Background: an optimization exercise with open tools, aiming at small area and a short achievable clock period. Do not read the settings as production practice. RTL that was checked went through simulation tests only; none was proved equivalent to the original. Function not checked in run 1: the RTL went through the layout flow alone.

**flow/design.v**
```verilog
module get_conv_target_angle(
 input [19:0] target_angle,
 output [11:0] z0,
 output q2,
 output q3
);
 wire [19:0] a = target_angle;
 wire lowa = ~|a[19:13];
 wire gt1440 = (a[12] | (a[11] | (a[10] & (a[9] | (a[8] & (a[7] & (a[6] | (a[5] & (a[4] | (a[3] | (a[2] | (a[1] | a[0]))))))))))));
 wire gt2880 = (a[12] | (a[11] & (a[10] | (a[9] & (a[8] & (a[7] | (a[6] & (a[5] | (a[4] | (a[3] | (a[2] | (a[1] | a[0]))))))))))));
 wire gt4320 = (a[12] & (a[11] | (a[10] | (a[9] | (a[8] | (a[7] & (a[6] & (a[5] & (a[4] | (a[3] | (a[2] | (a[1] | a[0]))))))))))));
 wire gt5760 = (a[12] & (a[11] | (a[10] & (a[9] & (a[8] | (a[7] & (a[6] | (a[5] | (a[4] | (a[3] | (a[2] | (a[1] | a[0]))))))))))));
 assign q2 = lowa & gt1440 & ~gt2880;
 assign q3 = lowa & gt2880 & ~gt4320;
 wire q4 = lowa & gt4320 & ~gt5760;
 wire satp = ~a[19] & ~(lowa & ~gt5760);
 wire satn = a[19] & ~((a[18] & (a[17] & (a[16] & (a[15] & (a[14] & (a[13] & (a[12] & (a[11] & (a[10] | (a[9] | (a[8] & (a[7] & a[6])))))))))))));
 reg [6:0] zh;
 always @(*) begin
  if (satp) zh = 7'd50;
  else if (satn) zh = 7'd78;
  else if (q2) zh = a[11:5] - 7'd45;
  else if (q3) zh = a[11:5] - 7'd90;
  else if (q4) zh = a[11:5] - 7'd52;
  else zh = a[11:5];
 end
 assign z0 = {zh, a[4:0] & {5{~(satp | satn)}}};
endmodule
module output_mapping(
 input [16:0] x,
 input [16:0] y,
 output [16:0] x_res,
 output [16:0] y_res
);
 assign x_res = x;
 assign y_res = y;
endmodule
module cordic_sin_cos(clk, rst, target_angle, x_res, y_res);
 input clk, rst;
 input [19:0] target_angle;
 output reg [19:0] x_res;
 output reg [19:0] y_res;
 wire [11:0] z0;
 wire q2, q3;
 get_conv_target_angle conv_angle(.target_angle(target_angle), .z0(z0), .q2(q2), .q3(q3));
 wire [8:0] d;   
 wire [11:0] zs0 = z0;
 wire [11:0] zs0_u = zs0 ^ 12'd2048;
 assign d[0] = ~zs0[11];
 reg dr1;
 always @(*) begin
  case (d[0:0])
   1'b0: dr1 = (zs0_u[11] | (zs0_u[10] & (zs0_u[9] | (zs0_u[8] & (zs0_u[7] | (zs0_u[6] | (zs0_u[5] & zs0_u[4])))))));
   1'b1: dr1 = (zs0_u[11] & (zs0_u[10] | (zs0_u[9] & (zs0_u[8] | (zs0_u[7] & (zs0_u[6] & (zs0_u[5] | zs0_u[4])))))));
  endcase
 end
 assign d[1] = dr1;
 reg dr2;
 always @(*) begin
  case (d[1:0])
   2'b00: dr2 = (zs0_u[11] | (zs0_u[10] | (zs0_u[9] & (zs0_u[8] & (zs0_u[7] & (zs0_u[6] | (zs0_u[5] | (zs0_u[4] | (zs0_u[3] | (zs0_u[2] & (zs0_u[1] & zs0_u[0])))))))))));
   2'b10: dr2 = (zs0_u[11] | (zs0_u[10] & (zs0_u[9] & (zs0_u[8] | (zs0_u[7] & (zs0_u[6] & (zs0_u[5] | (zs0_u[4] & (zs0_u[3] & (zs0_u[2] | (zs0_u[1] | zs0_u[0])))))))))));
   2'b01: dr2 = (zs0_u[11] & (zs0_u[10] | (zs0_u[9] | (zs0_u[8] & (zs0_u[7] | (zs0_u[6] | (zs0_u[5] & (zs0_u[4] | (zs0_u[3] | (zs0_u[2] & (zs0_u[1] & zs0_u[0])))))))))));
   2'b11: dr2 = (zs0_u[11] & (zs0_u[10] & (zs0_u[9] | (zs0_u[8] | (zs0_u[7] | (zs0_u[6] & (zs0_u[5] & (zs0_u[4] & (zs0_u[3] & (zs0_u[2] | (zs0_u[1] | zs0_u[0])))))))))));
  endcase
 end
 assign d[2] = dr2;
 reg dr3;
 always @(*) begin
  case (d[2:0])
   3'b000: dr3 = (zs0_u[11] | (zs0_u[10] | (zs0_u[9] & (zs0_u[8] | (zs0_u[7] & (zs0_u[6] | (zs0_u[5] & (zs0_u[4] | (zs0_u[3] | (zs0_u[2] & (zs0_u[1] & zs0_u[0])))))))))));
   3'b100: dr3 = (zs0_u[11] | (zs0_u[10] & (zs0_u[9] | (zs0_u[8] | (zs0_u[7] | (zs0_u[6] & (zs0_u[5] & (zs0_u[4] | (zs0_u[3] | (zs0_u[2] & (zs0_u[1] & zs0_u[0])))))))))));
   3'b010: dr3 = (zs0_u[11] | (zs0_u[10] & (zs0_u[9] | (zs0_u[8] & (zs0_u[7] & (zs0_u[6] & (zs0_u[5] & (zs0_u[4] & (zs0_u[3] & (zs0_u[2] | (zs0_u[1] | zs0_u[0])))))))))));
   3'b110: dr3 = (zs0_u[11] | (zs0_u[10] & (zs0_u[9] & (zs0_u[8] & (zs0_u[7] & (zs0_u[6] | (zs0_u[5] & (zs0_u[4] & (zs0_u[3] & (zs0_u[2] | (zs0_u[1] | zs0_u[0])))))))))));
   3'b001: dr3 = (zs0_u[11] & (zs0_u[10] | (zs0_u[9] | (zs0_u[8] | (zs0_u[7] | (zs0_u[6] & (zs0_u[5] | (zs0_u[4] | (zs0_u[3] | (zs0_u[2] & (zs0_u[1] & zs0_u[0])))))))))));
   3'b101: dr3 = (zs0_u[11] & (zs0_u[10] | (zs0_u[9] & (zs0_u[8] | (zs0_u[7] | (zs0_u[6] | (zs0_u[5] | (zs0_u[4] | (zs0_u[3] | (zs0_u[2] & (zs0_u[1] & zs0_u[0])))))))))));
   3'b011: dr3 = (zs0_u[11] & (zs0_u[10] | (zs0_u[9] & (zs0_u[8] & (zs0_u[7] & (zs0_u[6] | (zs0_u[5] | (zs0_u[4] & (zs0_u[3] & (zs0_u[2] | (zs0_u[1] | zs0_u[0])))))))))));
   3'b111: dr3 = (zs0_u[11] & (zs0_u[10] & (zs0_u[9] | (zs0_u[8] & (zs0_u[7] | (zs0_u[6] & (zs0_u[5] | (zs0_u[4] & (zs0_u[3] & (zs0_u[2] | (zs0_u[1] | zs0_u[0])))))))))));
  endcase
 end
 assign d[3] = dr3;
 reg [7:0] zk4;
 always @(*) begin
  case (d[3:0])
   4'b0000: zk4 = 8'd203;
   4'b1000: zk4 = 8'd231;
   4'b0100: zk4 = 8'd11;
   4'b1100: zk4 = 8'd39;
   4'b0010: zk4 = 8'd121;
   4'b1010: zk4 = 8'd149;
   4'b0110: zk4 = 8'd185;
   4'b1110: zk4 = 8'd213;
   4'b0001: zk4 = 8'd43;
   4'b1001: zk4 = 8'd71;
   4'b0101: zk4 = 8'd107;
   4'b1101: zk4 = 8'd135;
   4'b0011: zk4 = 8'd217;
   4'b1011: zk4 = 8'd245;
   4'b0111: zk4 = 8'd25;
   4'b1111: zk4 = 8'd53;
  endcase
 end
 wire [7:0] zs4 = zs0[7:0] + zk4;
 wire [7:0] zs4_u = zs4 ^ 8'd128;
 assign d[4] = ~zs4[7];
 reg dr5;
 always @(*) begin
  case (d[4:4])
   1'b0: dr5 = (zs4_u[7] | (zs4_u[6] & (zs4_u[5] | (zs4_u[4] | (zs4_u[3] | (zs4_u[2] & (zs4_u[1] & zs4_u[0])))))));
   1'b1: dr5 = (zs4_u[7] & (zs4_u[6] | (zs4_u[5] & (zs4_u[4] & (zs4_u[3] & (zs4_u[2] | (zs4_u[1] | zs4_u[0])))))));
  endcase
 end
 assign d[5] = dr5;
 reg dr6;
 always @(*) begin
  case (d[5:4])
   2'b00: dr6 = (zs4_u[7] | (zs4_u[6] | (zs4_u[5] & (zs4_u[4] | (zs4_u[3] & (zs4_u[2] | (zs4_u[1] & zs4_u[0])))))));
   2'b10: dr6 = (zs4_u[7] | (zs4_u[6] & (zs4_u[5] & (zs4_u[4] | (zs4_u[3] | (zs4_u[2] | (zs4_u[1] & zs4_u[0])))))));
   2'b01: dr6 = (zs4_u[7] & (zs4_u[6] | (zs4_u[5] | (zs4_u[4] & (zs4_u[3] & (zs4_u[2] & (zs4_u[1] | zs4_u[0])))))));
   2'b11: dr6 = (zs4_u[7] & (zs4_u[6] & (zs4_u[5] | (zs4_u[4] & (zs4_u[3] | (zs4_u[2] & (zs4_u[1] | zs4_u[0])))))));
  endcase
 end
 assign d[6] = dr6;
 reg [5:0] zk7;
 always @(*) begin
  case (d[6:4])
   3'b000: zk7 = 6'd35;
   3'b100: zk7 = 6'd7;
   3'b010: zk7 = 6'd43;
   3'b110: zk7 = 6'd15;
   3'b001: zk7 = 6'd49;
   3'b101: zk7 = 6'd21;
   3'b011: zk7 = 6'd57;
   3'b111: zk7 = 6'd29;
  endcase
 end
 wire [5:0] zs7 = zs4[5:0] + zk7;
 wire [5:0] zs7_u = zs7 ^ 6'd32;
 assign d[7] = ~zs7[5];
 reg dr8;
 always @(*) begin
  case (d[7:7])
   1'b0: dr8 = (zs7_u[5] | (zs7_u[4] & (zs7_u[3] & (zs7_u[2] | (zs7_u[1] | zs7_u[0])))));
   1'b1: dr8 = (zs7_u[5] & (zs7_u[4] | (zs7_u[3] | (zs7_u[2] & (zs7_u[1] & zs7_u[0])))));
  endcase
 end
 assign d[8] = dr8;
 wire [5:0] ti = {q3, q2, d[3:0]};
 wire [16:0] xt, yt;
 wire [63:0] tbx0 = 64'hf0f0f0f01a1af0f0;
 wire [63:0] tby0 = 64'h1a1a1a1af0f01a1a;
 assign xt[0] = tbx0[ti];
 assign yt[0] = tby0[ti];
 wire [63:0] tbx1 = 64'h828d828d33d6727d;
 wire [63:0] tby1 = 64'h33d633d6727d29cc;
 assign xt[1] = tbx1[ti];
 assign yt[1] = tby1[ti];
 wire [63:0] tbx2 = 64'h3eff3effeea9cc02;
 wire [63:0] tby2 = 64'heea9eea9cc02d577;
 assign xt[2] = tbx2[ti];
 assign yt[2] = tby2[ti];
 wire [63:0] tbx3 = 64'h40824082d714be7d;
 wire [63:0] tby3 = 64'hd714d714be7d28eb;
 assign xt[3] = tbx3[ti];
 assign yt[3] = tby3[ti];
 wire [63:0] tbx4 = 64'h4ad24ad2d2b4b42d;
 wire [63:0] tby4 = 64'hd2b4d2b4b42d2d4b;
 assign xt[4] = tbx4[ti];
 assign yt[4] = tby4[ti];
 wire [63:0] tbx5 = 64'hc893c8939336366c;
 wire [63:0] tby5 = 64'h93369336366c6cc9;
 assign xt[5] = tbx5[ti];
 assign yt[5] = tby5[ti];
 wire [63:0] tbx6 = 64'h76ee76eeee888811;
 wire [63:0] tby6 = 64'hee88ee8888111177;
 assign xt[6] = tbx6[ti];
 assign yt[6] = tby6[ti];
 wire [63:0] tbx7 = 64'h4ad24ad2d2b4b42d;
 wire [63:0] tby7 = 64'hd2b4d2b4b42d2d4b;
 assign xt[7] = tbx7[ti];
 assign yt[7] = tby7[ti];
 wire [63:0] tbx8 = 64'h376c376c6cc9c993;
 wire [63:0] tby8 = 64'h6cc96cc9c9939336;
 assign xt[8] = tbx8[ti];
 assign yt[8] = tby8[ti];
 wire [63:0] tbx9 = 64'h28142814417dd7eb;
 wire [63:0] tby9 = 64'h417d417dd7ebbe82;
 assign xt[9] = tbx9[ti];
 assign yt[9] = tby9[ti];
 wire [63:0] tbx10 = 64'h93c993c936936c36;
 wire [63:0] tby10 = 64'h369336936c36c96c;
 assign xt[10] = tbx10[ti];
 assign yt[10] = tby10[ti];
 wire [63:0] tbx11 = 64'hb5adb5ad2f0b4a52;
 wire [63:0] tby11 = 64'h2f0b2f0b4a52d0f4;
 assign xt[11] = tbx11[ti];
 assign yt[11] = tby11[ti];
 wire [63:0] tbx12 = 64'h3c3c3c3c6969c3c3;
 wire [63:0] tby12 = 64'h69696969c3c39696;
 assign xt[12] = tbx12[ti];
 assign yt[12] = tby12[ti];
 wire [63:0] tbx13 = 64'h20042004455ddffb;
 wire [63:0] tby13 = 64'h455d455ddffbbaa2;
 assign xt[13] = tbx13[ti];
 assign yt[13] = tby13[ti];
 wire [63:0] tbx14 = 64'h118811887711ee77;
 wire [63:0] tby14 = 64'h77117711ee7788ee;
 assign xt[14] = tbx14[ti];
 assign yt[14] = tby14[ti];
 wire [63:0] tbx15 = 64'h99009905335f66f;
 wire [63:0] tby15 = 64'h53355335f66facca;
 assign xt[15] = tbx15[ti];
 assign yt[15] = tby15[ti];
 wire [63:0] tbx16 = 64'h7ffe7ffeeaa88001;
 wire [63:0] tby16 = 64'heaa8eaa880011557;
 assign xt[16] = tbx16[ti];
 assign yt[16] = tby16[ti];
 wire qn = q2 | q3;
 wire [16:0] tx4 = {{4{yt[16]}}, yt[16:4]};
 wire [16:0] ty4 = {{4{xt[16]}}, xt[16:4]};
 wire zx4 = ~|xt[3:0];
 wire zy4 = ~|yt[3:0];
 wire cx4 = q3 ? ~(d[4] ^ zy4) : d[4];
 wire cy4 = qn ? (d[4] ^ zx4) : ~d[4];
 wire [16:0] x5 = xt + (tx4 ^ {17{d[4]}}) + cx4;
 wire [16:0] y5 = yt + (ty4 ^ {17{~d[4]}}) + cy4;
 wire [16:0] tx5 = {{5{y5[16]}}, y5[16:5]};
 wire [16:0] ty5 = {{5{x5[16]}}, x5[16:5]};
 wire zx5 = ~|x5[4:0];
 wire zy5 = ~|y5[4:0];
 wire cx5 = q3 ? ~(d[5] ^ zy5) : d[5];
 wire cy5 = qn ? (d[5] ^ zx5) : ~d[5];
 wire [16:0] x6 = x5 + (tx5 ^ {17{d[5]}}) + cx5;
 wire [16:0] y6 = y5 + (ty5 ^ {17{~d[5]}}) + cy5;
 wire [16:0] tx6 = {{6{y6[16]}}, y6[16:6]};
 wire [16:0] ty6 = {{6{x6[16]}}, x6[16:6]};
 wire zx6 = ~|x6[5:0];
 wire zy6 = ~|y6[5:0];
 wire cx6 = q3 ? ~(d[6] ^ zy6) : d[6];
 wire cy6 = qn ? (d[6] ^ zx6) : ~d[6];
 wire [16:0] x7 = x6 + (tx6 ^ {17{d[6]}}) + cx6;
 wire [16:0] y7 = y6 + (ty6 ^ {17{~d[6]}}) + cy6;
 wire [16:0] tx7 = {{7{y7[16]}}, y7[16:7]};
 wire [16:0] ty7 = {{7{x7[16]}}, x7[16:7]};
 wire zx7 = ~|x7[6:0];
 wire zy7 = ~|y7[6:0];
 wire cx7 = q3 ? ~(d[7] ^ zy7) : d[7];
 wire cy7 = qn ? (d[7] ^ zx7) : ~d[7];
 wire [16:0] x8 = x7 + (tx7 ^ {17{d[7]}}) + cx7;
 wire [16:0] y8 = y7 + (ty7 ^ {17{~d[7]}}) + cy7;
 wire [16:0] tx8 = {{8{y8[16]}}, y8[16:8]};
 wire [16:0] ty8 = {{8{x8[16]}}, x8[16:8]};
 wire zx8 = ~|x8[7:0];
 wire zy8 = ~|y8[7:0];
 wire cx8 = q3 ? ~(d[8] ^ zy8) : d[8];
 wire cy8 = qn ? (d[8] ^ zx8) : ~d[8];
 wire [16:0] x9 = x8 + (tx8 ^ {17{d[8]}}) + cx8;
 wire [16:0] y9 = y8 + (ty8 ^ {17{~d[8]}}) + cy8;
 wire [16:0] xo, yo;
 output_mapping out_map(.x(x9), .y(y9), .x_res(xo), .y_res(yo));
 always @(posedge clk) begin
  if (rst == 1'b0) begin
   x_res <= 20'd0;
   y_res <= 20'd0;
  end else begin
   x_res <= {{3{xo[16]}}, xo};
   y_res <= {{3{yo[16]}}, yo};
  end
 end
endmodule
```
**flow/run.sh**
```bash
#!/bin/bash
# synth_recipe.tcl (not shown) runs the flow's synth.tcl, then flattens the netlist and writes it again
# the make line also repeats each setting of config.mk as NAME=value (left out here)
make -C /OpenROAD-flow-scripts/flow DESIGN_CONFIG=/design/flow/config.mk WORK_HOME=/design/flow/orfs CLKGATE_MAP_FILE= SYNTH_SCRIPT=/design/flow/synth_recipe.tcl finish
```
**flow/config.mk**
```make
export PLATFORM = sky130hd
export DESIGN_NAME = cordic_sin_cos
export DESIGN_NICKNAME = cordic_sin_cos
export VERILOG_FILES = /design/flow/design.v
export SDC_FILE = /design/flow/constraint.sdc
export NUM_CORES = 4
export LEC_CHECK = 0
export ABC_AREA = 1
export CAP_MARGIN = 20
export CORE_MARGIN = 2
export CORE_UTILIZATION = 40
export SLEW_MARGIN = 20
```
**flow/constraint.sdc**
```tcl
create_clock -name core_clock -period 35.0 [get_ports {clk}]
set_input_delay 7.0000 -clock core_clock [delete_from_list [all_inputs] [get_ports {clk}]]
set_output_delay 7.0000 -clock core_clock [all_outputs]
set_load 0.01 [all_outputs]
```
==> results of run 1 <==
-- placed cells by master (no fill, tap or decap), types with 9 or more instances in the layout --
| master | netlist | routed |
|---|---|---|
| a21oi_1 | 181 | 181 |
| clkdlybuf4s50_1 | 0 | 61 |
| dfxtp_1 | 34 | 34 |
| fa_1 | 21 | 21 |
| ha_1 | 169 | 169 |
| inv_1 | 263 | 263 |
| inv_2 | 22 | 22 |
| nand2_1 | 239 | 239 |
| nand2_2 | 17 | 17 |
| nand3_1 | 79 | 79 |
| nor2_1 | 128 | 128 |
| o21ai_0 | 83 | 83 |
| o21bai_1 | 52 | 52 |
| o22ai_1 | 9 | 9 |
| xnor2_1 | 42 | 42 |
| xor2_1 | 205 | 205 |
-- metal layers --
layer  GRT usage  wire length (um)  up-vias
li1            -                 -     5656
met1       0.260             13700     4853
met2       0.400             15300      282
met3     0.00572              1080       44
met4      0.0475               620        0
met5           0                 0        -
-- layout make-up --
type | count | area, sq um
tap | 378 | 473
inverter | 289 | 1090
timing repair buffer | 61 | 611
multi-input combinational | 1346 | 9330
fill | 2922 | 15500
sequential | 34 | 681
clock buffer | 7 | 143
clock inverter | 1 | 5.00
-- flip-flops by register name (all words and copies together) (netlist names) --
register	flops
y_res	17
x_res	17
-- critical path: cells and delay by family --
kind | cells | cell delay (ns)
xor gates and xnor gates | 9 | 2.79
and+or+nand+nor | 30 | 3.72
adders and majority gates | 7 | 2.66
AOI/OAI and AO/OA | 41 | 6.87
buffers and inverters | 16 | 2.73
-- path summary, 6_finish.rpt --
path	endpoint	slack [ns]	from	depth (start not counted)
setup / recovery	y_res[15]	9.37	target_angle[8]	103
hold / removal	y_res[16]	7.83	rst	3
-- cell families (layout without fill, tap and decap cells) --
family	Yosys count	in the layout	synth area share
xor gates and xnor gates	250	250	0.196
buffers and inverters	323	358	0.113
and+or+nand+nor	512	512	0.202
DFF	34	34	0.0604
AOI/OAI and AO/OA	394	394	0.204
adders and majority gates	190	190	0.225
==> reports/qor.yml, run 1 <==
status: "complete, no violations"
synth.distinct_cells: 56
drv_cap: 0
grt_max_degree: 32
fin_tns_setup_ns: 0
cp_slowest_stage_delay_ns: 0.74
yosys_warnings: 2
core_sq_mm: 0.0278
cts_tree: "done"
period_minus_slack_ns: 25.63
ys_top_cells_by_area: "ha_1 (19%), xor2_1 (16%), inv_1 (8.8%)"
htreeDepth: 2
drc: 0
hpwl_um: 26900
path_class: "in2reg"
avgSynthCellArea_sq_um: 6.62
maxSlewViolCount: 0
start_kind: "primary input"
area_growth_syn_to_layout_pct: 9.27
grt_pass1_vias: 10300
synth_flop_cell: "dfxtp_1"
io_pins: 62
post-route-period-util: 0.732
syn_inst: 1703
cp_max_fo: 31
dpl_cell_area_sq_mm: 0.0122
vias_per_cell: 5.12
num_antenna_cells: 0
setup_ws_ns: 9.37
gr-total-overflow: 0
ant_nets: 0
fmax_ghz: 0.0390
nets: 1949
slew_headroom: 0.415
synthArstFlopShare: 0
root_buffer: "clkbuf_16"
final_cell_count_no_fill: 2116
die_w_um: 172
hold_ws_ns: 7.83
cp_slowest_cell: "clkdlybuf4s50_1"
yosys.cell_count.top_type: "inv_1"
dp.cells: 2108
grt_setup_unrepaired: "false"
synth.top_cell.area_share: 0.187
syn-num-nets: 1915
setup_viol: 0
hold_path_class: "in2reg"
drtPass1Iterations: 5
routabilityCongestion: 0.929
finalHoldViolCount: 0
die-area_sq_mm: 0.0296
wl_per_cell_um: 14.5
drive_gt1_frac: 0.0443
cp.arrival_ns: 25.85
yosysSeqAreaShare: 0.0604
post_cts_buffers: 0
antenna_found_initial: 0
ctsHoldBuffers: 0
numClockSinks: 34
track_usage: 0.210
portBuffers: 61
syn-cell-area_sq_mm: 0.0113
synth_top_cells_by_count: "inv_1 (263), nand2_1 (239), xor2_1 (205)"
dp_worst_setup_slack_ns: 9.17
ys_ff_latch: 34
drt_first_iter_violations: 604
clk_path_buf_depth: 2
fin_util: 0.444
stdcell_area_sq_mm: 0.0123
die_y_um: 172
synth-edff-count: 0
cts_buffers: 5
grt_first_pass_wirelength_um: 50400
start_util: 0.406
post_cts_resized: 0
worst_pin_slew_ns: 0.872
cp_common_cell: "a21oi_1"
routed_wl_um: 30700
required_ns: 35.21
rows: 61
critPathCaptureType: "register"
synth_top_area_cell: "ha_1"
clk_pin_slew_ns: 0.06
vias: 10800
==> inputs of run 2 (changes only) <==
--- a/flow/design.v
+++ b/flow/design.v
@@ -145,101 +145,88 @@
   endcase
  end
  assign d[8] = dr8;
- wire [5:0] ti = {q3, q2, d[3:0]};
- wire [16:0] xt, yt;
- wire [63:0] tbx0 = 64'hf0f0f0f01a1af0f0;
- wire [63:0] tby0 = 64'h1a1a1a1af0f01a1a;
- assign xt[0] = tbx0[ti];
- assign yt[0] = tby0[ti];
- wire [63:0] tbx1 = 64'h828d828d33d6727d;
- wire [63:0] tby1 = 64'h33d633d6727d29cc;
- assign xt[1] = tbx1[ti];
- assign yt[1] = tby1[ti];
- wire [63:0] tbx2 = 64'h3eff3effeea9cc02;
- wire [63:0] tby2 = 64'heea9eea9cc02d577;
- assign xt[2] = tbx2[ti];
- assign yt[2] = tby2[ti];
- wire [63:0] tbx3 = 64'h40824082d714be7d;
- wire [63:0] tby3 = 64'hd714d714be7d28eb;
- assign xt[3] = tbx3[ti];
- assign yt[3] = tby3[ti];
- wire [63:0] tbx4 = 64'h4ad24ad2d2b4b42d;
- wire [63:0] tby4 = 64'hd2b4d2b4b42d2d4b;
- assign xt[4] = tbx4[ti];
- assign yt[4] = tby4[ti];
- wire [63:0] tbx5 = 64'hc893c8939336366c;
- wire [63:0] tby5 = 64'h93369336366c6cc9;
- assign xt[5] = tbx5[ti];
- assign yt[5] = tby5[ti];
- wire [63:0] tbx6 = 64'h76ee76eeee888811;
- wire [63:0] tby6 = 64'hee88ee8888111177;
- assign xt[6] = tbx6[ti];
- assign yt[6] = tby6[ti];
- wire [63:0] tbx7 = 64'h4ad24ad2d2b4b42d;
- wire [63:0] tby7 = 64'hd2b4d2b4b42d2d4b;
- assign xt[7] = tbx7[ti];
- assign yt[7] = tby7[ti];
- wire [63:0] tbx8 = 64'h376c376c6cc9c993;
- wire [63:0] tby8 = 64'h6cc96cc9c9939336;
- assign xt[8] = tbx8[ti];
- assign yt[8] = tby8[ti];
- wire [63:0] tbx9 = 64'h28142814417dd7eb;
- wire [63:0] tby9 = 64'h417d417dd7ebbe82;
- assign xt[9] = tbx9[ti];
- assign yt[9] = tby9[ti];
- wire [63:0] tbx10 = 64'h93c993c936936c36;
- wire [63:0] tby10 = 64'h369336936c36c96c;
- assign xt[10] = tbx10[ti];
- assign yt[10] = tby10[ti];
- wire [63:0] tbx11 = 64'hb5adb5ad2f0b4a52;
- wire [63:0] tby11 = 64'h2f0b2f0b4a52d0f4;
- assign xt[11] = tbx11[ti];
- assign yt[11] = tby11[ti];
- wire [63:0] tbx12 = 64'h3c3c3c3c6969c3c3;
- wire [63:0] tby12 = 64'h69696969c3c39696;
- assign xt[12] = tbx12[ti];
- assign yt[12] = tby12[ti];
- wire [63:0] tbx13 = 64'h20042004455ddffb;
- wire [63:0] tby13 = 64'h455d455ddffbbaa2;
- assign xt[13] = tbx13[ti];
- assign yt[13] = tby13[ti];
- wire [63:0] tbx14 = 64'h118811887711ee77;
- wire [63:0] tby14 = 64'h77117711ee7788ee;
- assign xt[14] = tbx14[ti];
- assign yt[14] = tby14[ti];
- wire [63:0] tbx15 = 64'h99009905335f66f;
- wire [63:0] tby15 = 64'h53355335f66facca;
- assign xt[15] = tbx15[ti];
- assign yt[15] = tby15[ti];
- wire [63:0] tbx16 = 64'h7ffe7ffeeaa88001;
- wire [63:0] tby16 = 64'heaa8eaa880011557;
- assign xt[16] = tbx16[ti];
- assign yt[16] = tby16[ti];
+ wire [5:0] ti = d[5:0];
+ wire [16:0] xm;
+ wire [63:0] txm0 = 64'hcfd2b40ccfd2b40c;
+ assign xm[0] = txm0[ti];
+ wire [63:0] txm1 = 64'h8175b006931cd9b1;
+ assign xm[1] = txm1[ti];
+ wire [63:0] txm2 = 64'h5ad09495ca3b1a65;
+ assign xm[2] = txm2[ti];
+ wire [63:0] txm3 = 64'hb52fc9b1af81e488;
+ assign xm[3] = txm3[ti];
+ wire [63:0] txm4 = 64'hb9dc286994143b9d;
+ assign xm[4] = txm4[ti];
+ wire [63:0] txm5 = 64'hcada788a511e5b53;
+ assign xm[5] = txm5[ti];
+ wire [63:0] txm6 = 64'hdbc9d79189eb93db;
+ assign xm[6] = txm6[ti];
+ wire [63:0] txm7 = 64'h961fdca1853bf869;
+ assign xm[7] = txm7[ti];
+ wire [63:0] txm8 = 64'he88fc54bd2a3f117;
+ assign xm[8] = txm8[ti];
+ wire [63:0] txm9 = 64'h89dfe5b3cda7fb91;
+ assign xm[9] = txm9[ti];
+ wire [63:0] txm10 = 64'h7a6a5a12485a565e;
+ assign xm[10] = txm10[ti];
+ wire [63:0] txm11 = 64'hc1ebf3ebd7cfd783;
+ assign xm[11] = txm11[ti];
+ wire [63:0] txm12 = 64'hfee6dac2435b677f;
+ assign xm[12] = txm12[ti];
+ wire [63:0] txm13 = 64'h7642cffbdff3426e;
+ assign xm[13] = txm13[ti];
+ wire [63:0] txm14 = 64'hcf66ee77ee7766f3;
+ assign xm[14] = txm14[ti];
+ wire [63:0] txm15 = 64'hf67ef66ff66f7e6f;
+ assign xm[15] = txm15[ti];
+ wire [63:0] txm16 = 64'h8000800180010001;
+ assign xm[16] = txm16[ti];
+ wire [16:0] ym;
+ wire [63:0] tym0 = 64'h250b92f6250b92f6;
+ assign ym[0] = tym0[ti];
+ wire [63:0] tym1 = 64'h4f7360d7c44f5c16;
+ assign ym[1] = tym1[ti];
+ wire [63:0] tym2 = 64'h48b1b8b7025253e4;
+ assign ym[2] = tym2[ti];
+ wire [63:0] tym3 = 64'h374e16af1a37ad1a;
+ assign ym[3] = tym3[ti];
+ wire [63:0] tym4 = 64'h23b940433d7d623a;
+ assign ym[4] = tym4[ti];
+ wire [63:0] tym5 = 64'h90b0e010f778f2f7;
+ assign ym[5] = tym5[ti];
+ wire [63:0] tym6 = 64'hb293bf37138236b2;
+ assign ym[6] = tym6[ti];
+ wire [63:0] tym7 = 64'h3c7ab9071f62a1c3;
+ assign ym[7] = tym7[ti];
+ wire [63:0] tym8 = 64'h811a9fd2b406a77e;
+ assign ym[8] = tym8[ti];
+ wire [63:0] tym9 = 64'h13ba8f269b0ea237;
+ assign ym[9] = tym9[ti];
+ wire [63:0] tym10 = 64'he0c0f074d1f0fcf8;
+ assign ym[10] = tym10[ti];
+ wire [63:0] tym11 = 64'h9782a682be9abe16;
+ assign ym[11] = tym11[ti];
+ wire [63:0] tym12 = 64'ha88cb094d6f2ceea;
+ assign ym[12] = tym12[ti];
+ wire [63:0] tym13 = 64'hecd49aa2baa6d4c8;
+ assign ym[13] = tym13[ti];
+ wire [63:0] tym14 = 64'h9acc88ee88eecca6;
+ assign ym[14] = tym14[ti];
+ wire [63:0] tym15 = 64'hace8accaaccae8ca;
+ assign ym[15] = tym15[ti];
+ wire [63:0] tym16 = 64'h1555155715575557;
+ assign ym[16] = tym16[ti];
+ wire [16:0] xt = ((q2 ? ym : xm) ^ {17{q2 | q3}}) + (q2 | q3);
+ wire [16:0] yt = ((q2 ? xm : ym) ^ {17{q3}}) + q3;
  wire qn = q2 | q3;
- wire [16:0] tx4 = {{4{yt[16]}}, yt[16:4]};
- wire [16:0] ty4 = {{4{xt[16]}}, xt[16:4]};
- wire zx4 = ~|xt[3:0];
- wire zy4 = ~|yt[3:0];
- wire cx4 = q3 ? ~(d[4] ^ zy4) : d[4];
- wire cy4 = qn ? (d[4] ^ zx4) : ~d[4];
- wire [16:0] x5 = xt + (tx4 ^ {17{d[4]}}) + cx4;
- wire [16:0] y5 = yt + (ty4 ^ {17{~d[4]}}) + cy4;
- wire [16:0] tx5 = {{5{y5[16]}}, y5[16:5]};
- wire [16:0] ty5 = {{5{x5[16]}}, x5[16:5]};
- wire zx5 = ~|x5[4:0];
- wire zy5 = ~|y5[4:0];
- wire cx5 = q3 ? ~(d[5] ^ zy5) : d[5];
- wire cy5 = qn ? (d[5] ^ zx5) : ~d[5];
- wire [16:0] x6 = x5 + (tx5 ^ {17{d[5]}}) + cx5;
- wire [16:0] y6 = y5 + (ty5 ^ {17{~d[5]}}) + cy5;
- wire [16:0] tx6 = {{6{y6[16]}}, y6[16:6]};
- wire [16:0] ty6 = {{6{x6[16]}}, x6[16:6]};
- wire zx6 = ~|x6[5:0];
- wire zy6 = ~|y6[5:0];
+ wire [16:0] tx6 = {{6{yt[16]}}, yt[16:6]};
+ wire [16:0] ty6 = {{6{xt[16]}}, xt[16:6]};
+ wire zx6 = ~|xt[5:0];
+ wire zy6 = ~|yt[5:0];
  wire cx6 = q3 ? ~(d[6] ^ zy6) : d[6];
  wire cy6 = qn ? (d[6] ^ zx6) : ~d[6];
- wire [16:0] x7 = x6 + (tx6 ^ {17{d[6]}}) + cx6;
- wire [16:0] y7 = y6 + (ty6 ^ {17{~d[6]}}) + cy6;
+ wire [16:0] x7 = xt + (tx6 ^ {17{d[6]}}) + cx6;
+ wire [16:0] y7 = yt + (ty6 ^ {17{~d[6]}}) + cy6;
  wire [16:0] tx7 = {{7{y7[16]}}, y7[16:7]};
  wire [16:0] ty7 = {{7{x7[16]}}, x7[16:7]};
  wire zx7 = ~|x7[6:0];
==> reports/qor.yml, run 2 <==
drt_first_iter_violations: 998
critPathCaptureType: "register"
period_minus_slack_ns: 23.95
fin_tns_setup_ns: 0
grt_setup_unrepaired: "false"
layout_commonest_cell: "nand2_1"
start_kind: "primary input"
synth_top_cells_by_count: "nand2_1 (455), inv_1 (189), nor2_1 (154)"
path_class: "in2reg"
finalHoldViolCount: 0
num_antenna_cells: 0
synth_top_family_by_area: "simple AND/OR/NAND/NOR gates"
drtPass1Iterations: 7
hold_start: "rst"
final_cell_mix: "nand2_1 (455), inv_1 (189), nor2_1 (154)"
post-route-period-util: 0.684
ctsHoldBuffers: 0
synthArstFlopShare: 0
htreeDepth: 2
synth_flop_cell: "dfxtp_1"
syn-num-nets: 1978
io_pins: 62
routabilityCongestion: 1.06
area_growth_syn_to_layout_pct: 8.30
fillers: 2929
nets: 1993
clk_pin_slew_ns: 0.05
drc: 0
worstHoldPathCells: 3
start_util: 0.405
yosys_warnings: 2
grt_pass1_vias: 11700
yosys.area_share.simple: 0.344
cts_buffers: 5
muxShareOfSynthArea: 0.000925
root_buffer: "clkbuf_16"
grt_first_pass_wirelength_um: 63700
cp_slowest_cell: "clkinv_1"
top_layer: "met4"
ys_ff_latch: 34
min_to: "y_res[1]"
routed_wl_um: 40400
syn_inst: 1825
ant_nets: 0
reg_top3: "x_res: 17 flops, y_res: 17 flops"
hold_path_class: "in2reg"
met3_length_um: 2070
die_y_um: 168
synth.top_cell.area_share: 0.158
synth-edff-count: 0
antenna_found_initial: 0
fmax_ghz: 0.0418
maxSlewViolCount: 0
yosysSeqAreaShare: 0.0629
vias: 12100
cp.arrival_ns: 24.12
synth_compound_area_frac: 0.200
vias_per_cell: 5.54
numClockSinks: 34
required_ns: 35.17
ys_top_cells_by_area: "nand2_1 (16%), ha_1 (14%), xor2_1 (10%)"
hpwl_um: 33200
cts_tree: "done"
grt_max_degree: 66
drt-met1-wl_um: 16700
synth_fa_ha_area_frac: 0.160
setup_viol: 0
gr-total-overflow: 0
die-area_sq_mm: 0.0284
slew_headroom: 0.368
core_sq_mm: 0.0267
portBuffers: 61
wl_per_cell_um: 18.5
cp_common_cell: "nand2_1"
hold_ws_ns: 7.89
status: "complete, no violations"
post_cts_resized: 0
rows: 60
clk_path_buf_depth: 2
worst_pin_slew_ns: 0.936
die_w_um: 168
drv_cap: 0
cp_slowest_stage_delay_ns: 0.84
yosys.cell_count.top_type: "nand2_1"
post_cts_buffers: 0
cp_max_fo: 57
syn-cell-area_sq_mm: 0.0108
yosys.area_share.xor_xnor: 0.123
synth.distinct_cells: 59
avgSynthCellArea_sq_um: 5.93
synth_top_area_cell: "nand2_1"
drive_gt1_frac: 0.0565
wl_met2_um: 18600
track_usage: 0.284
[run 2: layout make-up]
cell class                 count  area [sq um]  share of cell area
sequential                    34           681              0.0581
clock buffer                   6           139              0.0118
timing repair buffer          69           671              0.0572
multi-input combinational   1511          8970               0.765
inverter                     219           826              0.0705
clock inverter                 2          12.5             0.00107
tap                          341           427              0.0364
[run 2: through the flow]
step                cell area [sq um]   util  instances  setup WS, ns
finish                          11700  0.439       2182         11.05
global route                    11700  0.439       2182          9.40
CTS                             11700  0.439       2182         11.26
detailed placement              11600  0.433       2174         11.08
global placement                11600  0.433       2174         11.14
floorplan                       10800      -       1825         15.40
[run 2: worst max-delay path: cells and delay by family]
kind,cells,cell delay (ns)
simple gates,52,5.67
buf+inv,14,3.80
fa+ha+maj,9,3.39
compound gates,18,3.34
xor+xnor,5,0.85
[run 2: worst max-delay path by stage]
| stage | from | endpoint |
|---|---|---|
| floorplan | target_angle[9] | x_res[16] |
| global placement | target_angle[9] | x_res[16] |
| detailed placement | target_angle[4] | x_res[16] |
| CTS | target_angle[4] | x_res[16] |
| global route | target_angle[5] | x_res[16] |
| finish | target_angle[9] | x_res[16] |
[run 2: routing by layer]
layer / up-vias / global-route usage
met5: - / 0
met4: 0 / 0.189
met3: 145 / 0.0159
met2: 512 / 0.490
met1: 5393 / 0.342
li1: 6048 / -
[run 2: kinds of logic (layout without fill, tap and decap cells)]
logic type	after synthesis	after routing
buffers and inverters	280	296
xor gates and xnor gates	149	149
muxes	1	1
DFF	34	34
AOI/OAI and AO/OA	381	381
adders and majority gates	131	131
and+or+nand+nor	849	849
==> inputs of run 3 (changes only) <==
--- a/flow/config.mk
+++ b/flow/config.mk
@@ -6,7 +6,7 @@
 export NUM_CORES = 4
 export LEC_CHECK = 0
 export ABC_AREA = 1
-export CAP_MARGIN = 20
+export CAP_MARGIN = 85
 export CORE_MARGIN = 2
 export CORE_UTILIZATION = 40
-export SLEW_MARGIN = 20
+export SLEW_MARGIN = 85
==> reports/qor.yml, run 3 <==
cp_slowest_cell: "clkdlybuf4s50_1"
vias_per_cell: 5.64
status: "complete, no violations"
hpwl_um: 36700
die_w_um: 168
final_cell_mix: "nand2_1 (401), inv_1 (162), nand3_1 (130)"
cp.arrival_ns: 23.58
syn-cell-area_sq_mm: 0.0108
top_layer: "met4"
drv_cap: 0
area_growth_syn_to_layout_pct: 46.6
setup_ws_ns: 11.63
grt_first_pass_wirelength_um: 67600
post_cts_resized: 0
drc: 0
routabilityCongestion: 1.06
ctsHoldBuffers: 0
synth.distinct_cells: 59
reg_top3: "x_res: 17 flops, y_res: 17 flops"
dp_worst_setup_slack_ns: 12.08
met3_length_um: 2320
root_buffer: "clkbuf_16"
numClockSinks: 34
synth_top_area_cell: "nand2_1"
synth-edff-count: 0
synth_flop_cell: "dfxtp_1"
htreeDepth: 2
yosysSeqAreaShare: 0.0629
drive_gt1_frac: 0.307
cts_buffers: 5
wl_per_cell_um: 19.1
fin_tns_setup_ns: 0
clk_path_buf_depth: 2
drt_first_iter_violations: 951
routed_wl_um: 43900
cp_max_fo: 24
die-area_sq_mm: 0.0284
start_util: 0.405
track_usage: 0.301
nets: 2106
ys_ff_latch: 34
final_cell_count_no_fill: 2295
path_class: "in2reg"
grt_setup_unrepaired: "false"
cp_common_cell: "nand2_1"
setup_viol: 0
num_antenna_cells: 0
wl_met2_um: 21000
grt_pass1_vias: 12700
worst_pin_slew_ns: 0.264
gr-total-overflow: 0
hold_path_class: "in2reg"
start_kind: "primary input"
finalHoldViolCount: 0
slew_headroom: 0.823
antenna_found_initial: 0
dp.cells: 2276
period_minus_slack_ns: 23.37
ys_top_cells_by_area: "nand2_1 (16%), ha_1 (14%), xor2_1 (10%)"
yosys_warnings: 2
layout_commonest_cell: "nand2_1"
io_pins: 62
synthArstFlopShare: 0
drtPass1Iterations: 6
syn_inst: 1825
rows: 60
required_ns: 35.21
clk_pin_slew_ns: 0.05
drt-met1-wl_um: 16600
avgSynthCellArea_sq_um: 5.93
cts_tree: "done"
synth.top_cell.area_share: 0.158
critPathCaptureType: "register"
yosys.cell_count.top_type: "nand2_1"
ant_nets: 0
fmax_ghz: 0.0428
die_y_um: 168
core_sq_mm: 0.0267
portBuffers: 61
fin_util: 0.594
grt_max_degree: 25
post_cts_buffers: 0
cp_slowest_stage_delay_ns: 0.54
syn-num-nets: 1978
vias: 12900
synth_top_cells_by_count: "nand2_1 (455), inv_1 (189), nor2_1 (154)"
post-route-period-util: 0.668
maxSlewViolCount: 0
[run 3: final timing paths]
check	startpoint	endpoint	slack [ns]	cells past startpoint
min	rst	y_res[14]	7.04	3
max	target_angle[4]	x_res[16]	11.63	104
[run 3: kinds of logic (layout without fill, tap and decap cells)]
family / after synthesis / count (layout) / share of synthesized area
and+or+nand+nor: 849 / 849 / 0.344
AOI/OAI and AO/OA: 381 / 381 / 0.200
buffers and inverters: 280 / 409 / 0.109
xor gates and xnor gates: 149 / 149 / 0.123
adders and majority gates: 131 / 131 / 0.160
DFF: 34 / 34 / 0.0629
muxes: 1 / 1 / 0.000925
[run 3: area by class of cell]
class / instances / area, sq um
fill: 2386 / 10900
tap: 341 / 427
timing repair buffer: 182 / 1620
multi-input combinational: 1511 / 12100
clock inverter: 2 / 12.5
inverter: 219 / 891
sequential: 34 / 681
clock buffer: 6 / 139
[run 3: stage by stage]
| stage | hold slack [ns] | area, sq um |
|---|---|---|
| floorplan | 7.14 | 10800 |
| global placement | 7.74 | 11600 |
| detailed placement | 7.32 | 15000 |
| CTS | 7.03 | 15100 |
| global route | 7.05 | 15900 |
| finish | 7.04 | 15900 |
[run 3: worst max-delay path, delay by kind of cell]
kind / cells / cell delay [ns]
compound gates: 15 / 2.19
buf+inv: 21 / 4.22
fa+ha+maj: 9 / 3.29
xor+xnor: 5 / 0.82
simple gates: 54 / 5.99
[run 3: routing by layer]
layer / track usage / up-vias
li1: - / 6234
met1: 0.340 / 5952
met2: 0.523 / 551
met3: 0.0267 / 204
met4: 0.238 / 0
met5: 0 / -
==> inputs of run 4 (changes only) <==
--- a/flow/config.mk
+++ b/flow/config.mk
@@ -6,7 +6,7 @@
 export NUM_CORES = 4
 export LEC_CHECK = 0
 export ABC_AREA = 1
-export CAP_MARGIN = 85
+export CAP_MARGIN = 60
 export CORE_MARGIN = 2
 export CORE_UTILIZATION = 40
-export SLEW_MARGIN = 85
+export SLEW_MARGIN = 60
==> reports/qor.yml, run 4 <==
cts_buffers: 5
hold_start: "rst"
drive_gt1_frac: 0.0646
stdcell_area_sq_mm: 0.0118
ctsHoldBuffers: 0
synth.distinct_cells: 59
reg_top3: "x_res: 17 flops, y_res: 17 flops"
synth_flop_cell: "dfxtp_1"
cp_common_cell: "nand2_1"
cp_slowest_cell: "nand2_1"
synthArstFlopShare: 0
start_kind: "primary input"
area_growth_syn_to_layout_pct: 9.19
cp_max_fo: 42
grt_pass1_vias: 11800
slew_headroom: 0.618
critPathCaptureType: "register"
root_buffer: "clkbuf_16"
finalHoldViolCount: 0
dp.cells: 2174
grt_setup_unrepaired: "false"
die_y_um: 168
syn-num-nets: 1978
hpwl_um: 33200
grt_first_pass_wirelength_um: 64000
min_to: "y_res[1]"
numClockSinks: 34
grt_max_degree: 66
fillers: 2864
post_cts_buffers: 0
avgSynthCellArea_sq_um: 5.93
core_sq_mm: 0.0267
drtPass1Iterations: 5
clk_path_buf_depth: 2
cp.arrival_ns: 23.51
gr-total-overflow: 0
cts_tree: "done"
yosys.cell_count.top_type: "nand2_1"
num_antenna_cells: 0
portBuffers: 61
dpl_cell_area_sq_mm: 0.0116
ys_top_cells_by_area: "nand2_1 (16%), ha_1 (14%), xor2_1 (10%)"
syn-cell-area_sq_mm: 0.0108
start_util: 0.405
vias_per_cell: 5.54
synth_top_area_cell: "nand2_1"
clk_pin_slew_ns: 0.05
hold_path_class: "in2reg"
yosysSeqAreaShare: 0.0629
htreeDepth: 2
fmax_ghz: 0.0428
post-route-period-util: 0.667
synth-edff-count: 0
status: "complete, no violations"
required_ns: 35.17
die_w_um: 168
synth_top_cells_by_count: "nand2_1 (455), inv_1 (189), nor2_1 (154)"
layout_commonest_cell: "nand2_1"
period_minus_slack_ns: 23.34
wl_per_cell_um: 18.4
cp_slowest_stage_delay_ns: 0.46
antenna_found_initial: 0
ant_nets: 0
track_usage: 0.284
worstHoldPathCells: 3
syn_inst: 1825
setup_viol: 0
vias: 12100
rows: 60
routabilityCongestion: 1.06
post_cts_resized: 0
path_class: "in2reg"
ys_ff_latch: 34
worst_pin_slew_ns: 0.571
final_cell_count_no_fill: 2183
maxSlewViolCount: 0
routed_wl_um: 40200
drt_first_iter_violations: 921
drv_cap: 0
yosys_warnings: 2
synth.top_cell.area_share: 0.158
io_pins: 62
drc: 0
fin_tns_setup_ns: 0
nets: 1994
die-area_sq_mm: 0.0284
final_cell_mix: "nand2_1 (455), inv_1 (189), nor2_1 (152)"
-- run 4: cell counts after synthesis --
No cell type changed its count.
-- run 4: kinds of logic after synthesis --
family,synth area share
XOR/XNOR,0.123
adder cells (fa/ha/maj),0.160
multiplexers,0.000925
AO/OA/AOI/OAI,0.200
buffers and inverters,0.109
AND/OR/NAND/NOR,0.344
flip-flops,0.0629
-- run 4: per-stage QoR --
step / utilization / hold WS [ns] / setup WS, ns
finish: 0.442 / 7.16 / 11.66
global route: 0.442 / 7.20 / 10.0
CTS: 0.441 / 7.16 / 11.73
detailed placement: 0.436 / 7.45 / 11.56
global placement: 0.433 / 7.74 / 11.14
floorplan: - / 7.14 / 15.40
-- run 4: worst max-delay path by stage --
stage | startpoint | to | slack, ns | cells after the start
2_1_floorplan | target_angle[9] | x_res[16] | 15.40 | 110
6_report | target_angle[4] | x_res[16] | 11.66 | 108
3_3_place_gp | target_angle[9] | x_res[16] | 11.14 | 96
3_5_place_dp | target_angle[4] | x_res[16] | 11.56 | 107
4_1_cts | target_angle[4] | x_res[16] | 11.73 | 107
5_1_grt | target_angle[4] | x_res[16] | 10.0 | 107
-- run 4: per-layer routing --
metal / track usage / vias to the layer above / share of wire
li1: - / 6032 / -
met2: 0.492 / 497 / 0.46
met3: 0.0234 / 147 / 0.054
met5: 0 / - / 0
met1: 0.334 / 5413 / 0.40
met4: 0.195 / 0 / 0.081
-- run 4: final cells by class --
| class | count | area, sq um | area share |
|---|---|---|---|
| clock buffer | 6 | 139 | 0.0118 |
| sequential | 34 | 681 | 0.0576 |
| timing repair buffer | 70 | 689 | 0.0583 |
| clock inverter | 2 | 12.5 | 0.00106 |
| multi-input combinational | 1511 | 9040 | 0.765 |
| inverter | 219 | 827 | 0.0700 |
| tap | 341 | 427 | 0.0361 |
-- run 4: critical path: cells and delay by family --
kind	cells	cell delay, ns
buffers and inverters	17	2.81
AND/OR/NAND/NOR	56	6.26
adder cells (fa/ha/maj)	8	2.70
AO/OA/AOI/OAI	22	3.49
XOR/XNOR	5	1.07
==> inputs of run 5 (changes only) <==
--- a/flow/config.mk
+++ b/flow/config.mk
@@ -8,5 +8,6 @@
 export ABC_AREA = 1
 export CAP_MARGIN = 60
 export CORE_MARGIN = 2
-export CORE_UTILIZATION = 40
+export CORE_UTILIZATION = 70
+export PLACE_DENSITY = 0.85
 export SLEW_MARGIN = 60
==> reports/qor.yml, run 5 <==
status: "complete, no violations"
final-seq-area_sq_um: 681
root_buffer: "clkbuf_16"
yosys_warnings: 2
syn-num-nets: 1978
start_util: 0.715
slew_headroom: 0.594
area_growth_syn_to_layout_pct: 7.71
hpwl_um: 29000
grt_setup_unrepaired: "false"
drt_first_iter_violations: 2042
critPathCaptureType: "register"
hold_ws_ns: 7.52
vias: 13200
die-area_sq_mm: 0.0165
nets: 1994
final_cell_count_no_fill: 2030
multi_input_area_sq_mm: 0.00904
syn_inst: 1825
drv_cap: 0
reg_top3: "x_res: 17 flops, y_res: 17 flops"
numClockSinks: 34
maxSlewViolCount: 0
required_ns: 35.22
dp.cells: 2022
rows: 45
grt_pass1_vias: 12300
track_usage: 0.462
grt_max_degree: 69
cp_slowest_stage_delay_ns: 0.60
setup_viol: 0
synth.top_cell.area_share: 0.158
fmax_ghz: 0.0418
start_kind: "primary input"
yosysSeqAreaShare: 0.0629
htreeDepth: 2
routed_wl_um: 38700
drc: 0
syn-cell-area_sq_mm: 0.0108
gr-total-overflow: 0
wl_per_cell_um: 19.0
worst_pin_slew_ns: 0.605
synth_top_area_cell: "nand2_1"
die_y_um: 128
ys_ff_latch: 34
num_antenna_cells: 0
synth-edff-count: 0
io_pins: 62
synthArstFlopShare: 0
routabilityCongestion: 1.20
cp_max_fo: 49
synth_top_cells_by_count: "nand2_1 (455), inv_1 (189), nor2_1 (154)"
cts_buffers: 5
final_cell_mix: "nand2_1 (453), inv_1 (188), nor2_1 (151)"
ant_nets: 0
avgSynthCellArea_sq_um: 5.93
fillers: 1134
post-route-period-util: 0.683
cts_tree: "done"
clk_pin_slew_ns: 0.06
ys_top_cells_by_area: "nand2_1 (16%), ha_1 (14%), xor2_1 (10%)"
post_cts_resized: 0
synth_flop_cell: "dfxtp_1"
ctsHoldBuffers: 0
period_minus_slack_ns: 23.90
post_cts_buffers: 0
antenna_found_initial: 0
portBuffers: 61
fin_tns_setup_ns: 0
finalHoldViolCount: 0
grt_first_pass_wirelength_um: 60900
synth.distinct_cells: 59
cp_common_cell: "nand2_1"
cp_slowest_cell: "clkdlybuf4s50_1"
layout_commonest_cell: "nand2_1"
path_class: "in2reg"
hold_path_class: "in2reg"
cp.arrival_ns: 24.12
vias_per_cell: 6.49
drtPass1Iterations: 14
yosys.cell_count.top_type: "nand2_1"
die_w_um: 128
drive_gt1_frac: 0.0635
clk_path_buf_depth: 2
core_sq_mm: 0.0151
run 5: changes by cell type in the layout (fill, tap and decap cells not counted), moves of 2 or more:
cell       change
bufinv_16      +2
nand2_1        -2
clkinv_1       +2
a211oi_2       -2
nand2_4        +2
clkinv_2       -2
a211oi_1       +2
run 5: critical path, delay by kind of cell:
family          cells  cell delay, ns
simple gates       56            6.86
buf+inv            17            3.28
xor+xnor            1            0.34
fa+ha+maj           7            2.65
compound gates     24            3.98
run 5: cells by family after synthesis:
| logic type | share of synthesized area |
|---|---|
| AO/OA/AOI/OAI | 0.200 |
| XOR/XNOR | 0.123 |
| adder cells (fa/ha/maj) | 0.160 |
| buffers and inverters | 0.109 |
| flip-flops | 0.0629 |
| multiplexers | 0.000925 |
| AND/OR/NAND/NOR | 0.344 |
run 5: final timing paths:
path | startpoint | endpoint | slack [ns] | cells past startpoint
max | target_angle[8] | x_res[16] | 11.10 | 105
min | rst | y_res[1] | 7.52 | 4
run 5: layout make-up:
| class | instances | share of cell area |
|---|---|---|
| multi-input cells | 1511 | 0.775 |
| clock inverters | 3 | 0.00590 |
| flip-flops and latches | 34 | 0.0584 |
| inverters | 219 | 0.0708 |
| repair buffers | 70 | 0.0585 |
| clock buffers | 5 | 0.0107 |
| well taps | 188 | 0.0202 |
run 5: through the flow:
stage	area, sq um	utilization	setup WS (ns)
after floorplan	10800	-	15.40
after global placement	11400	0.751	11.83
after detailed placement	11400	0.754	11.82
after CTS	11600	0.767	11.69
after global routing	11700	0.770	9.97
final	11700	0.770	11.10
run 5: layer usage:
layer  wire [um]  track usage
met5           0            0
met4        3250        0.334
met3        4380        0.117
met2       17300        0.758
met1       13800        0.523

## re-timing with driven ports
No port has a modelled driver above. Below, the same layouts with a new extraction and two added sets of constraints. Step 1 assumes that a clkbuf_16 drives the clock port and a buf_2 every other input. Step 2 adds t to the input delays and takes it off the output delays; t is the mean of the earliest and latest rising clock arrival at the registers after step 1. Input paths then give back, and output paths get back, about the clock's delay inside the block. a / b / c = ideal / step 1 / step 2; a / b = the first two.
run	t, ns	setup WS [ns]	worst data-port slew with drivers (ns)
run 1	0.307	9.369 / 9.378 / 9.071	0.03
run 2	0.317	11.049 / 11.058 / 10.741	0.04
run 3	0.307	11.628 / 11.641 / 11.333	0.04
run 4	0.310	11.663 / 11.672 / 11.362	0.03
run 5	0.321	11.097 / 11.114 / 10.793	0.05
After both steps setup and hold are still met in every run listed. For run 2, which loses most, drivers alone change the setup slack by +0.009 ns; drivers and shift together by -0.308 ns.
